From an optimization exercise on the open Yosys and OpenROAD flow, aimed at small area and a short achievable clock period; shortcuts taken in it are not production practice.
At most, simulation tests tie the RTL to the original design; equivalence was not proved.
Function not checked in run 2: the RTL went through the layout flow alone.

===== design/flow/config.mk =====
export PLATFORM = sky130hd
export DESIGN_NAME = Algorithmic_Multiplier
export DESIGN_NICKNAME = Algorithmic_Multiplier
export VERILOG_FILES = /design/flow/design.v
export SDC_FILE = /design/flow/constraint.sdc
export NUM_CORES = 4
export LEC_CHECK = 0
export CAP_MARGIN = 20
export CORE_MARGIN = 2
export CORE_UTILIZATION = 40
export SLEW_MARGIN = 20

===== design/flow/constraint.sdc =====
create_clock -name core_clock -period 21.0 [get_ports {clk}]
set_input_delay 4.2000 -clock core_clock [delete_from_list [all_inputs] [get_ports {clk}]]
set_output_delay 4.2000 -clock core_clock [all_outputs]
set_load 0.01 [all_outputs]

===== design/flow/design.v =====
`timescale 1ns / 1ps
module Full_Adder(   
	input signed p,
    input signed q,
    input signed cin,
    output signed cout,
    output signed sum
    );
    wire signed w1, w2, w3, w4;
    xor(w1, p, q);
    xor(sum, w1, cin);
    and(w2, p, q);
    and(w3, p, cin);
    and(w4, q, cin);
    or(cout, w2, w3, w4);
endmodule
`timescale 1ns / 1ps
module Adder(
    input signed [15:0] p,
    input signed [15:0] q,
    input signed cin,
    output signed [15:0] sum,
    output signed cout
);
    wire [15:0] t;
    assign t={16{cin}} ^q ;
    wire signed [15:0] carry;
    Full_Adder FA0 (
        .p(p[0]),
        .q(t[0]),
        .cin(cin),
        .sum(sum[0]),
        .cout(carry[0])
    );
    genvar i;
    generate
        for (i = 1; i < 16; i = i + 1) begin : full_adder_chain
            Full_Adder FA (
                .p(p[i]),
                .q(t[i]),
                .cin(carry[i-1]),
                .sum(sum[i]),
                .cout(carry[i])
            );
        end
    endgenerate
    assign cout = carry[15];
endmodule
`timescale 1ns / 1ps
module Hadamard(
    input signed [15:0] a0, a1, a2, a3,
    output signed [15:0] g0, g1, g2, g3
    );
    wire signed [15:0] i0, i1, i2, i3, i4, i5, i6, i7;
    Adder A1 ( .p(a0), .q(a1), .cin(1'd0), .cout(), .sum(i0));
    Adder A2 ( .p(i0), .q(a2), .cin(1'd0), .cout(), .sum(i1));
    Adder A3 ( .p(i1), .q(a3), .cin(1'd0), .cout(), .sum(g0));
   Adder S1 ( .p(a0), .q(a1), .cin(1'd1), .cout(), .sum(i2));
    Adder A4 ( .p(i2), .q(a2), .cin(1'd0), .cout(), .sum(i3));
    Adder S2 ( .p(i3), .q(a3), .cin(1'd1), .cout(), .sum(g1));
    Adder A5 ( .p(a0), .q(a1), .cin(1'd0), .cout(), .sum(i4));
    Adder S3 ( .p(i4), .q(a2), .cin(1'd1), .cout(), .sum(i5));
    Adder S4 ( .p(i5), .q(a3), .cin(1'd1), .cout(), .sum(g2));
    Adder S5 ( .p(a0), .q(a1), .cin(1'd1), .cout(), .sum(i6));
    Adder S6 ( .p(i6), .q(a2), .cin(1'd1), .cout(), .sum(i7));
    Adder A6 ( .p(i7), .q(a3), .cin(1'd0), .cout(), .sum(g3));
endmodule 
`timescale 1ns / 1ps
module Multiplication(
    input signed [15:0] a,
    input signed [15:0] b,
    output reg signed [15:0] out    
);
    reg signed [15:0] accm;
    reg signed [15:0] tempb;
    reg signed [16:0] sum;
    reg signed carry;
    integer i;
    reg [31:0] temmmp;
    always @(*) begin
        accm = 0;
        tempb = b;
        carry = 0;
        for (i = 0; i < 16; i = i + 1) begin
            if (tempb[0] == 0) begin
                tempb = {accm[0], tempb[15:1]};
                accm = {carry, accm[15:1]};
            end
            else begin
                sum = accm + a;
                carry = sum[16];
                accm = sum[15:0];
                tempb = {accm[0], tempb[15:1]};
                accm = {carry, accm[15:1]};
            end
        end
         temmmp= {accm, tempb};
         out=temmmp[15:0];
    end
endmodule
module Algorithmic_Multiplier(
    input signed [15:0] b0, b1, b2, b3,
    input signed [15:0] x0, x1, x2, x3,
    input clk,
    output signed [15:0] y0, y1, y2, y3
);
    wire signed [15:0] s0, s1, s2, s3;
    wire signed [15:0] s4, s5, s6, s7;
    wire signed [15:0] w0, w1, w2, w3;
    wire signed [15:0] z0, z1, z2, z3;
    wire signed [15:0] m0, m1, m2, m3, m4, m5, m6, m7;
    wire signed [15:0] n0, n1, n2, n3;
    assign s4 = b1 <<< 1;
    assign s5 = b3 <<< 1;
    assign s6 = b2 <<< 1;
    assign s7 = b0 <<< 1;
    reg signed [15:0] s4_latch, s5_latch, s6_latch, s7_latch;
    reg signed [15:0] b0_latch, b1_latch, b2_latch, b3_latch;
    reg signed [15:0] x0_latch, x1_latch, x2_latch, x3_latch;
    always @(posedge clk) begin
        s4_latch <= s4;
        s5_latch <= s5;
        s6_latch <= s6;
        s7_latch <= s7;
        b0_latch <= b0;
        b1_latch <= b1;
        b2_latch <= b2;
        b3_latch <= b3;
        x0_latch <= x0;
        x1_latch <= x1;
        x2_latch <= x2;
        x3_latch <= x3;
    end
    Hadamard H1(
        .a0(x0_latch), .a1(x1_latch), .a2(x2_latch), .a3(x3_latch),
        .g0(w0), .g1(w1), .g2(w2), .g3(w3)
    );
    Hadamard H2(
        .a0(b0_latch), .a1(b1_latch), .a2(b2_latch), .a3(b3_latch),
        .g0(s0), .g1(s1), .g2(s2), .g3(s3)
    );
    reg signed [15:0] w0_latch, w1_latch, w2_latch, w3_latch;
    reg signed [15:0] s0_latch, s1_latch, s2_latch, s3_latch;
    reg signed [15:0] s4_latch1, s5_latch1, s6_latch1, s7_latch1;
    reg signed [15:0] x0_latch1, x1_latch1, x2_latch1, x3_latch1;
    always @(posedge clk) begin
        w0_latch <= w0;
        w1_latch <= w1;
        w2_latch <= w2;
        w3_latch <= w3;
        s0_latch <= s0;
        s1_latch <= s1;
        s2_latch <= s2;
        s3_latch <= s3;
        s4_latch1 <= s4_latch;
        s5_latch1 <= s5_latch;
        s6_latch1 <= s6_latch;
        s7_latch1 <= s7_latch;
        x0_latch1 <= x0_latch;
        x1_latch1 <= x1_latch;
        x2_latch1 <= x2_latch;
        x3_latch1 <= x3_latch;
    end
    Multiplication M0 (.a(s0_latch), .b(w0_latch), .out(m0));
    Multiplication M1 (.a(s1_latch), .b(w1_latch), .out(m1));
    Multiplication M2 (.a(s2_latch), .b(w2_latch), .out(m2));
    Multiplication M3 (.a(s3_latch), .b(w3_latch), .out(m3));
    Multiplication M4 (.a(s6_latch1), .b(x1_latch1), .out(m4));
    Multiplication M5 (.a(s4_latch1), .b(x3_latch1), .out(m5));
    Multiplication M6 (.a(s5_latch1), .b(x2_latch1), .out(m6));
    Multiplication M7 (.a(s7_latch1), .b(x0_latch1), .out(m7));
    reg signed [15:0] m0_latch,m1_latch,m2_latch,m3_latch;
    reg signed [15:0] m4_latch,m5_latch,m6_latch,m7_latch;                    
    always @(posedge clk) begin
        m0_latch <= m0;
        m1_latch <= m1;
        m2_latch <= m2;
        m3_latch <= m3;
        m4_latch <= m4;
        m5_latch <= m5;
        m6_latch <= m6;
        m7_latch <= m7;
    end
    Hadamard H3(
        .a0(m0_latch), .a1(m1_latch), .a2(m2_latch), .a3(m3_latch),
        .g0(z0), .g1(z1), .g2(z2), .g3(z3)
    );
    assign n0 = z0 >>> 2;
    assign n1 = z1 >>> 2;
    assign n2 = z2 >>> 2;
    assign n3 = z3 >>> 2;
    reg signed [15:0] n0_latch,n1_latch,n2_latch,n3_latch;
    reg signed [15:0] m4_latch1,m5_latch1,m6_latch1,m7_latch1; 
    always @(posedge clk) begin
        n0_latch<=n0;
        n1_latch<=n1;
        n2_latch<=n2;
        n3_latch<=n3;
        m4_latch1 <= m4_latch;
        m5_latch1 <= m5_latch;
        m6_latch1 <= m6_latch;
        m7_latch1 <= m7_latch;
    end
    Adder S0 (.p(m7_latch1), .q(n0_latch), .cin(1'd1), .sum(y0), .cout());
    Adder S1 (.p(n3_latch), .q(m4_latch1), .cin(1'd1), .sum(y3), .cout());
    Adder S2 (.p(n2_latch), .q(m5_latch1), .cin(1'd1), .sum(y2), .cout());
    Adder S3 (.p(n1_latch), .q(m6_latch1), .cin(1'd1), .sum(y1), .cout());
endmodule

===== design/flow/run.sh =====
#!/bin/bash
# synth_recipe.tcl (not shown) runs the flow's synth.tcl, then flattens the netlist and writes it again
# the make line also repeats each setting of config.mk as NAME=value (left out here)
make -C /OpenROAD-flow-scripts/flow DESIGN_CONFIG=/design/flow/config.mk WORK_HOME=/design/flow/orfs CLKGATE_MAP_FILE= SYNTH_SCRIPT=/design/flow/synth_recipe.tcl finish

==> results of run 1 <==
==> final cells by class <==
type / count / area (um2) / share of cell area, %
clock inverter: 45 / 550.5 / 0.7203
clock buffer: 89 / 2051 / 2.683
inverter: 1035 / 3885 / 5.083
antenna: 3 / 7.507 / 0.009823
sequential: 616 / 12330 / 16.14
tap: 2325 / 2909 / 3.806
timing repair buffer: 241 / 2290 / 2.996
multi-input combinational: 6137 / 52400 / 68.57
==> cell usage after synthesis, types with 14 or more instances <==
cell type	n	area share, %
a211oi_1	42	0.45
a2111oi_0	20	0.25
o21a_1	129	1.4
and3_1	27	0.24
nor3_1	98	0.70
xnor2_1	464	5.8
fa_1	569	16
o21ai_0	445	3.2
nand3b_1	25	0.27
a22o_1	19	0.24
a211o_1	18	0.23
clkbuf_1	158	0.85
a21boi_0	55	0.59
nand2b_1	76	0.68
a21oi_1	549	3.9
a21o_1	249	2.7
o41ai_1	14	0.18
a31oi_1	60	0.54
mux2i_1	103	1.5
nand3_1	87	0.62
a311oi_1	20	0.25
buf_4	64	0.69
ha_1	813	15
o21bai_1	65	0.70
and2_1	105	0.94
a22oi_1	15	0.16
nor3b_1	28	0.30
o211ai_1	43	0.46
nand2_1	610	3.3
inv_1	1020	5.5
or3_1	61	0.55
o31a_1	17	0.21
mux2_2	181	2.9
dfxtp_1	616	18
xnor3_1	15	0.48
a221oi_1	22	0.28
o31ai_1	52	0.56
or2_2	19	0.17
nor2b_1	119	1.1
nor2_1	433	2.3
xor2_1	204	2.6
==> final timing paths <==
path                    start            to  slack [ns]  depth (start not counted)
setup / recovery  s1_latch[1]  m1_latch[15]        2.34                         76
setup reg to reg  s1_latch[1]  m1_latch[15]        2.34                         76
hold reg to reg   m6_latch[3]  m6_latch1[3]        0.31                          0
hold / removal    m6_latch[3]  m6_latch1[3]        0.31                          0
==> cell families after synthesis <==
logic type      share of synthesized area (%)
flops                                   17.68
compound gates                          18.95
fa+ha+maj                               30.95
simple gates                            11.86
buf+inv                                 7.211
mux                                     4.441
xor+xnor                                8.904
==> per-layer routing <==
| metal | vias up | share of wire [%] |
|---|---|---|
| li1 | 27605 | - |
| met1 | 27594 | 43 |
| met2 | 1373 | 46 |
| met3 | 309 | 5.3 |
| met4 | 8 | 5.1 |
| met5 | - | 0.022 |
==> critical path: cells and delay by family (launching register included) <==
| kind | cells | cell delay, ns |
|---|---|---|
| compound gates | 22 | 5.44 |
| xor+xnor | 19 | 3.95 |
| fa+ha+maj | 14 | 4.99 |
| buf+inv | 4 | 0.85 |
| flops | 1 | 0.85 |
| mux | 3 | 0.36 |
| simple gates | 14 | 2.08 |
==> through the flow <==
step | instance area (um2)
floorplan | 69770
global placement | 73820
detailed placement | 73820
CTS | 76420
global route | 76420
finish | 76430
==> flow_metrics.tcl, run 1 <==
set metrics [dict create \
    fillers 16972 \
    yosys.cell_types.count 105 \
    setup-violations-final 0 \
    path_common_cell "ha_1" \
    met3_usage_pct 3.571 \
    endpoint_kind "register" \
    area_delta_synth_final_pct 9.548 \
    clkSlewWorstSetupHoldPaths_ns 0.07 \
    cp-start-kind "register" \
    worstPathMaxFanout 16 \
    drtIter0Drc 3968 \
    postCtsHoldBufs 0 \
    hold_class "register to register" \
    critical_path_class "register to register" \
    holdWs_ns 0.3129 \
    gr-max-usage-layer "met2" \
    fmax_mhz 53.60 \
    grtUsageMet1_pct 31.05 \
    row_count 153 \
    drive_gt1_share_pct 5.329 \
    io_buffers 192 \
    vias 56889 \
    max_stage_delay_ns 0.85 \
    htree_levels 3 \
    antenna_found_initial 16 \
    cts_buffers 75 \
    syn_nets 9537 \
    yosysWarningCount 2 \
    synthCells 8026 \
    grt_util_met2_pct 40.06 \
    post_cts_buffers 0 \
    dp_slack_ns 2.711 \
    utilization_pct 44.02 \
    fp.dieH_um 421.6 \
    via_per_inst 5.423 \
    ctsResizeCount 0 \
    cts.sinks 616 \
    dieArea_mm2 0.1778 \
    synth_edf_count 0 \
    cts_tree "yes" \
    grt_pass1_vias 57240 \
    core_area_mm2 0.1736 \
    cts_root_buf "clkbuf_16" \
    async_flop_share_pct 0 \
    synth-seq-cells 616 \
    max_slew_margin_pct 30.46 \
    max_cap_viol_count 0 \
    ys_seq_area_share_pct 17.68 \
    gp_congestion 0.9479 \
    layout_min_cycle_time_ns 18.66 \
    rsz0062_at_grt "no" \
    nets 9617 \
    fp.dieW_um 421.6 \
    cts.path.max_buffers 3 \
    mostFrequentLayoutCells "inv_1, ha_1, dfxtp_1" \
    clock_skew_ns 0.03766 \
    fin_ws_ns 2.344 \
    synth_ff_type "dfxtp_1" \
    drc 0 \
    dr.pass1.iters 5 \
    grt.total_usage_pct 24.24 \
    wire_per_inst_um 20.79 \
    ant_nets 0 \
    initial_core_util_pct 40.18 \
    instances_no_fill 10491 \
    dp.cells 10354 \
    hpwl_um 180800 \
    clk_latency_ns 0.70 \
    fin_crit_sh_pct 88.84 \
    grt_max_degree 33 \
    drt_wl_total_um 218100 \
    grt-ovfl-total 0 \
    final_common_cell "inv_1" \
    cp_slowest_cell "dfxtp_1" \
    cp.arrival_ns 19.22 \
    finalHoldViolations 0 \
    setup_tns_ns 0 \
    io_pins 193 \
    netlist_area_mm2 0.06977 \
    synth_area_per_cell_um2 8.692 \
    grt_first_pass_wirelength_um 335200 \
    status "complete, no violations" \
    cp.required_ns 21.57 \
    worstMarginPinSlew_ns 1.042 \
    drv_slew 0 \
]
==> inputs of run 2 (changes only) <==
==> design/flow/design.v (replaced) <==
module Algorithmic_Multiplier(
    input signed [15:0] b0, b1, b2, b3,
    input signed [15:0] x0, x1, x2, x3,
    input clk,
    output signed [15:0] y0, y1, y2, y3
);
    reg [15:0] xr0, xr1, xr2, xr3, br0, br1, br2, br3;
    always @(posedge clk) begin
        xr0 <= x0; xr1 <= x1; xr2 <= x2; xr3 <= x3;
        br0 <= b0; br1 <= b1; br2 <= b2; br3 <= b3;
    end
    wire [15:0] xp01 = xr0 + xr1, xm01 = xr0 - xr1, xp23 = xr2 + xr3, xm23 = xr2 - xr3;
    wire [15:0] bp01 = br0 + br1, bm01 = br0 - br1, bp23 = br2 + br3, bm23 = br2 - br3;
    reg [15:0] w0, w1, w2, w3, s0, s1, s2, s3;
    reg [14:0] p4, p5, p6, p7;
    always @(posedge clk) begin
        w0 <= xp01 + xp23; w1 <= xm01 + xm23; w2 <= xp01 - xp23; w3 <= xm01 - xm23;
        s0 <= bp01 + bp23; s1 <= bm01 + bm23; s2 <= bp01 - bp23; s3 <= bm01 - bm23;
        p4 <= br2[14:0] * xr1[14:0];
        p5 <= br1[14:0] * xr3[14:0];
        p6 <= br3[14:0] * xr2[14:0];
        p7 <= br0[14:0] * xr0[14:0];
    end
    reg [15:0] m0, m1, m2, m3;
    reg [14:0] q4, q5, q6, q7;
    always @(posedge clk) begin
        m0 <= s0 * w0; m1 <= s1 * w1; m2 <= s2 * w2; m3 <= s3 * w3;
        q4 <= p4; q5 <= p5; q6 <= p6; q7 <= p7;
    end
    wire [15:0] zp01 = m0 + m1, zm01 = m0 - m1, zp23 = m2 + m3, zm23 = m2 - m3;
    wire [15:0] z0 = zp01 + zp23, z1 = zm01 + zm23, z2 = zp01 - zp23, z3 = zm01 - zm23;
    wire [15:0] n0 = {{2{z0[15]}}, z0[15:2]};
    wire [15:0] n1 = {{2{z1[15]}}, z1[15:2]};
    wire [15:0] n2 = {{2{z2[15]}}, z2[15:2]};
    wire [15:0] n3 = {{2{z3[15]}}, z3[15:2]};
    reg [15:0] r0, r1, r2, r3;
    always @(posedge clk) begin
        r0 <= {q7, 1'b0} - n0;
        r1 <= n1 - {q6, 1'b0};
        r2 <= n2 - {q5, 1'b0};
        r3 <= n3 - {q4, 1'b0};
    end
    assign y0 = r0; assign y1 = r1; assign y2 = r2; assign y3 = r3;
endmodule
==> run 2 against run 1 <==
Non-clock buffer count fell by 24; sequential share of layout area shrank 0.14 points; worst hold slack improved by 0.011 ns; synthesized area is 19% lower; synthesized cell count decreased by 20%; count of clock-buffer cells in the layout down 18; critical path type is now register to output port.
==> flow_metrics.tcl, run 2 <==
set metrics [dict create \
    status "complete, no violations" \
    hold_path.startpoint "p7[11]" \
    fin_ws_ns 14.93 \
    cp-start-kind "register" \
    drive_gt1_share_pct 2.865 \
    htree_levels 2 \
    hold_class "register to register" \
    area_delta_synth_final_pct 10.34 \
    wl_met2_um 74150 \
    crit_chain "clkdlybuf4s50_1" \
    r2r_cells 25 \
    cts_buffers 60 \
    cp_slowest_cell "clkdlybuf4s50_1" \
    finalHoldViolations 0 \
    cts_root_buf "clkbuf_16" \
    synthTopCellsByArea "fa_1, dfxtp_1, ha_1, inv_1, xnor2_1" \
    rsz0062_at_grt "no" \
    final_common_cell "inv_1" \
    antenna_found_initial 16 \
    synth_edf_count 0 \
    via_per_inst 4.949 \
    cp.arrival_ns 1.87 \
    cts.sinks 498 \
    hpwl_um 136400 \
    fin_crit_sh_pct 28.88 \
    wire_per_inst_um 19.25 \
    clock_skew_ns 0.03047 \
    r2r_end "r0[15]" \
    synth_ff_type "dfxtp_1" \
    cts_tree "yes" \
    rr_startpoint "m3[0]" \
    instances_no_fill 8473 \
    regToRegSetupSlack_ns 14.96 \
    gp_congestion 0.9467 \
    ys_seq_area_share_pct 17.64 \
    fmax_mhz 164.9 \
    wl_met1_um 73070 \
    dieArea_mm2 0.1443 \
    synth_area_per_cell_um2 8.767 \
    vias 41933 \
    endpoint_kind "output port" \
    fp.dieW_um 379.9 \
    layout_min_cycle_time_ns 6.065 \
    worstMarginPinSlew_ns 1.057 \
    async_flop_share_pct 0 \
    netlist_area_mm2 0.05651 \
    ant_nets 0 \
    synth-seq-cells 498 \
    setup-violations-final 0 \
    postCtsHoldBufs 0 \
    grt.total_usage_pct 22.83 \
    fp.dieH_um 379.9 \
    drc 0 \
    clk_latency_ns 0.70 \
    route.met3.wl_um 8897 \
    top_layer_used "met4" \
    dr.pass1.iters 5 \
    nets 8063 \
    synth.most_common_cell "inv_1" \
    hold-path-endpoint "q7[11]" \
    max_stage_delay_ns 0.63 \
    drt_wl_total_um 163100 \
    mostFrequentLayoutCells "inv_1, ha_1, fa_1" \
    io_buffers 192 \
    drv_slew 0 \
    initial_core_util_pct 40.40 \
    max_slew_margin_pct 29.43 \
    synth.top_cell.area_share_pct 21.82 \
    clkSlewWorstSetupHoldPaths_ns 0.06 \
    grt_first_pass_wirelength_um 254100 \
    fillers 13811 \
    core_area_mm2 0.1399 \
    critical_path_class "register to output port" \
    setup_tns_ns 0 \
    dp.cells 8359 \
    cp.required_ns 16.80 \
    crit_family "buffers and inverters" \
    syn_nets 7964 \
    yosysWarningCount 1 \
    crit_path_start "r3[15]" \
    crit_buf_inv 1 \
    dp_slack_ns 14.94 \
    worstPathMaxFanout 1 \
    synthCells 6446 \
    synthTopCellsByCount "inv_1, ha_1, fa_1" \
    grt_max_degree 32 \
    max_cap_viol_count 0 \
    drtIter0Drc 2702 \
    post_cts_buffers 0 \
    cts.path.max_buffers 3 \
    ctsResizeCount 0 \
    row_count 137 \
    grt_pass1_vias 42982 \
    io_pins 193 \
    yosys.cell_types.count 83 \
    yosys.area.top_type "fa_1" \
    hold_depth 0 \
    grt-ovfl-total 0 \
]
[run 2: cell count changes after synthesis, moves of 64 or more]
cell / delta
a21o_1: -190
o21ai_0: -337
dfxtp_1: -118
and2_1: +354
buf_4: -64
nor2b_1: -70
a21oi_1: -275
inv_1: +205
mux2i_1: -96
mux2_2: -181
o21a_1: -110
nor2_1: -71
[run 2: worst max-delay path by stage]
| stage | slack, ns | to | cells after the start |
|---|---|---|---|
| 3_5_place_dp | 14.94 | r0[15] | 25 |
| 4_1_cts | 14.89 | y3[15] | 1 |
| 6_report | 14.93 | y3[15] | 1 |
| 2_1_floorplan | 15.77 | r3[15] | 28 |
| 5_1_grt | 14.50 | r0[15] | 25 |
| 3_3_place_gp | 14.94 | r0[15] | 25 |
[run 2: kinds of logic after synthesis]
group | count (synthesis) | share of synthesized area, %
AOI/OAI and AO/OA | 768 | 8.934
xor gates and xnor gates | 673 | 10.47
adders and majority gates | 1389 | 38.94
buffers and inverters | 1408 | 9.379
DFF | 498 | 17.64
muxes | 7 | 0.1240
and+or+nand+nor | 1703 | 14.52
[run 2: area by class of cell]
type / instances / area, um2 / share of cell area, %
Multi-Input combinational cell: 4540 / 41240 / 66.14
Sequential cell: 498 / 9971 / 15.99
Inverter: 1228 / 4609 / 7.392
Tap cell: 1876 / 2347 / 3.764
Timing Repair Buffer: 217 / 2110 / 3.383
Clock buffer: 71 / 1593 / 2.554
Clock inverter: 42 / 479.2 / 0.7685
Antenna cell: 1 / 2.502 / 0.004013
[run 2: metrics by stage]
stage	hold slack [ns]	util, %	instance area [um2]
global route	0.3285	44.58	62350
floorplan	0.3096	-	56510
finish	0.3241	44.58	62350
detailed placement	0.3121	43.10	60280
global placement	0.3116	43.10	60280
CTS	0.3208	44.58	62350
[run 2: metal layers]
layer	GRT usage, %	up-vias
li1	-	20182
met1	30.76	20389
met2	37.32	1124
met3	2.690	238
met4	8.892	0
met5	0	-

## port drivers added, routing unchanged
The results above use ideal ports. As a check the final layouts listed here were re-extracted and re-timed, cells and wires unchanged.
Step 1, drivers: a clkbuf_16 drives clk and a buf_2 each remaining input, both assumed.
Step 2 adds t to the input delays and takes it off the output delays; t is the mean of the earliest and latest rising clock arrival at the registers after step 1. Input paths then give back, and output paths get back, about the clock's delay inside the block.
a / b / c = ideal ports / drivers / drivers and shift; a / b = the first two.
run	shift t [ns]	slack for setup (ns)	worst slew at a driven data input, ns
run 1	0.754	2.344 / 2.344 / 2.344	0.09
run 2	0.766	14.935 / 14.853 / 14.959	0.06
After both steps every run listed still meets setup and hold.
